Source: an optimization exercise on an open RTL-to-GDS flow (aim: small area). Production flows keep margins and buffers that such runs may drop. In this exercise RTL edits were held to simulation tests only and were not proved equivalent to the original. Power and IR drop assume default switching activity.

Setup of R:
Design fan_top, start of the top module:
module fan_top (
    input clk,
    input rst_n,
    input i_valid,
    input [127:0] i_vn,
    input [1023:0] i_data,
    output o_valid,
    output [31:0] o_valid_bus,
    output [1023:0] o_data
);
==> flow/config.mk <==
export PLATFORM = sky130hd
export DESIGN_NAME = fan_top
export DESIGN_NICKNAME = fan_top
export VERILOG_FILES = /design/flow/design.v
export SDC_FILE = /design/flow/constraint.sdc
export NUM_CORES = 8
export LEC_CHECK = 0
export CAP_MARGIN = 20
export CORE_MARGIN = 2
export CORE_UTILIZATION = 45
export PLACE_DENSITY = 0.6
export SLEW_MARGIN = 20
export SYNTH_HIERARCHICAL = 1
==> flow/constraint.sdc <==
create_clock -name core_clock -period 7.0 [get_ports {clk}]
set_input_delay 1.4000 -clock core_clock [delete_from_list [all_inputs] [get_ports {clk}]]
set_output_delay 1.4000 -clock core_clock [all_outputs]
set_load 0.01 [all_outputs]
standard.sh (not shown) runs the stock make flow with config.mk's settings and CLKGATE_MAP_FILE= SYNTH_SCRIPT=/design/flow/synth_recipe.tcl, a recipe that flattens the netlist after the stock synthesis.
==> flow/flow/run.sh <==
#!/bin/bash
# The standard layout (standard.sh: standard synthesis, floorplan, power grid,
# placement, CTS, routing), with two settings changed:
#  - each port gets a buf_1 as its port buffer (BUFFER_PORTS_ARGS);
#  - clock tree: clkbuf_8 buffers, sinks clustered up to 16 within 60 um,
#    no dummy loads (CTS_ARGS).
# The make output goes to standard.log; each step's own log is in orfs/logs.
set -euo pipefail
bash standard.sh \
  "BUFFER_PORTS_ARGS=-buffer_cell sky130_fd_sc_hd__buf_1" \
  "CTS_ARGS=-sink_clustering_enable -repair_clock_nets -dont_use_dummy_load -sink_clustering_size 16 -sink_clustering_max_diameter 60 -buf_list sky130_fd_sc_hd__clkbuf_8" \
  finish > standard.log 2>&1
Edits applied to the flow inputs when going from R to T:
diff --git a/flow/flow/run.sh b/flow/flow/run.sh
--- a/flow/flow/run.sh
+++ b/flow/flow/run.sh
@@ -5 +5 @@
-#  - clock tree: clkbuf_8 buffers, sinks clustered up to 16 within 60 um,
+#  - clock tree: clkbuf_16 buffers, sinks clustered up to 30 within 60 um,
@@ -11 +11 @@
-  "CTS_ARGS=-sink_clustering_enable -repair_clock_nets -dont_use_dummy_load -sink_clustering_size 16 -sink_clustering_max_diameter 60 -buf_list sky130_fd_sc_hd__clkbuf_8" \
+  "CTS_ARGS=-sink_clustering_enable -repair_clock_nets -dont_use_dummy_load -sink_clustering_size 30 -sink_clustering_max_diameter 60 -buf_list sky130_fd_sc_hd__clkbuf_16" \
==> results.txt <==
Looking at the reports, T completed the entire flow and the layout it produced met the timing, design-rule and antenna checks.
Going from R to T, final hold slack went up; relative contribution of combinational cells to total power went down; multiplexer fraction of the synthesized cell area did not really move.
First-pass GRT wire length delta (T -> R): insignificant
Measured against each other, R and T differ in final cell count, the lower figure coming from T.
Diff R..T | synthesized area | unchanged
STATUS clock skew: T wins against R
Taking R as the reference, in T setup slack of the critical path after layout went up; core region area did not really move.

---

old:
Another version of the RTL of fan_top (not shown whole).
Size: about 10000 cells after synthesis, about 170000 um2 of cells after synthesis.
==> flow/config.mk <==
export PLATFORM = sky130hd
export DESIGN_NAME = fan_top
export DESIGN_NICKNAME = fan_top
export VERILOG_FILES = /design/flow/design.v
export SDC_FILE = /design/flow/constraint.sdc
export NUM_CORES = 8
export LEC_CHECK = 0
export CAP_MARGIN = 20
export CORE_MARGIN = 2
export CORE_UTILIZATION = 45
export PLACE_DENSITY = 0.6
export SLEW_MARGIN = 20
export SYNTH_HIERARCHICAL = 1
==> flow/constraint.sdc <==
create_clock -name core_clock -period 7.0 [get_ports {clk}]
set_input_delay 1.4000 -clock core_clock [delete_from_list [all_inputs] [get_ports {clk}]]
set_output_delay 1.4000 -clock core_clock [all_outputs]
set_load 0.01 [all_outputs]
==> flow/flow/run.sh <==
#!/bin/bash
# The standard layout (standard.sh: standard synthesis, floorplan, power grid,
# placement, CTS, routing), with two settings changed:
#  - each port gets a buf_1 as its port buffer (BUFFER_PORTS_ARGS);
#  - clock tree: clkbuf_8 buffers, sinks clustered up to 16 within 60 um,
#    no dummy loads (CTS_ARGS).
# The make output goes to standard.log; each step's own log is in orfs/logs.
set -euo pipefail
bash standard.sh \
  "BUFFER_PORTS_ARGS=-buffer_cell sky130_fd_sc_hd__buf_1" \
  "CTS_ARGS=-sink_clustering_enable -repair_clock_nets -dont_use_dummy_load -sink_clustering_size 16 -sink_clustering_max_diameter 60 -buf_list sky130_fd_sc_hd__clkbuf_8" \
  finish > standard.log 2>&1
Inputs modified between old and new:
==> flow/flow/run.sh <==
#!/bin/bash
# The standard layout (standard.sh: standard synthesis, floorplan, power grid,
# placement, CTS, routing), with two settings changed:
#  - each port gets a buf_1 as its port buffer (BUFFER_PORTS_ARGS);
#  - clock tree: clkbuf_8 buffers, sinks clustered up to 16 within 70 um,
#    no dummy loads (CTS_ARGS).
# The make output goes to standard.log; each step's own log is in orfs/logs.
set -euo pipefail
bash standard.sh \
  "BUFFER_PORTS_ARGS=-buffer_cell sky130_fd_sc_hd__buf_1" \
  "CTS_ARGS=-sink_clustering_enable -repair_clock_nets -dont_use_dummy_load -sink_clustering_size 16 -sink_clustering_max_diameter 70 -buf_list sky130_fd_sc_hd__clkbuf_8" \
  finish > standard.log 2>&1
### Flow results
- old -> new: detailed-route wire length per cell flat
- Compared with old, new improves worst setup slack.
- Delta (new minus old): time the final worst path needs with I/O delays and setup down 0.011 ns, met1 layer usage reported by global route up 0.16 points.
- Maximum frequency delta (old -> new): insignificant
- Number of standard cells in the layout, taps in and fillers out (lower): new
- Compared with old, new is the less power-hungry design.
- Looking at worst hold slack across new and old, the one that comes out higher is new.
- Compared to old, new has growth of design area from synthesis to finish 0.26 points lower.

## port drivers added, routing unchanged
The flow's constraints put no driver on any port. The routed layouts listed below were extracted and timed again, unchanged, in two steps.
Step 1 assumes that a clkbuf_16 drives the clock port and a buf_2 every other input.
Step 2 moves the port delays by t, midway between the first and last clock arrival at a register: inputs arrive t later, outputs are due t later. That takes back most of the time a late clock gives input paths.
Three values: ideal, step 1, step 2; two values: the first two.
| run | t (ns) | setup slack, ns | worst setup path at the end |
|---|---|---|---|
| R | 1.219 | 0.491 / 0.491 / 0.491 | register to register |
| T | 1.052 | 0.616 / 0.616 / 0.616 | register to register |
| old | 1.196 | 0.834 / 0.834 / 0.834 | register to register |
| new | 1.167 | 0.844 / 0.844 / 0.844 | register to register |
After both steps setup and hold are still met in every run listed.
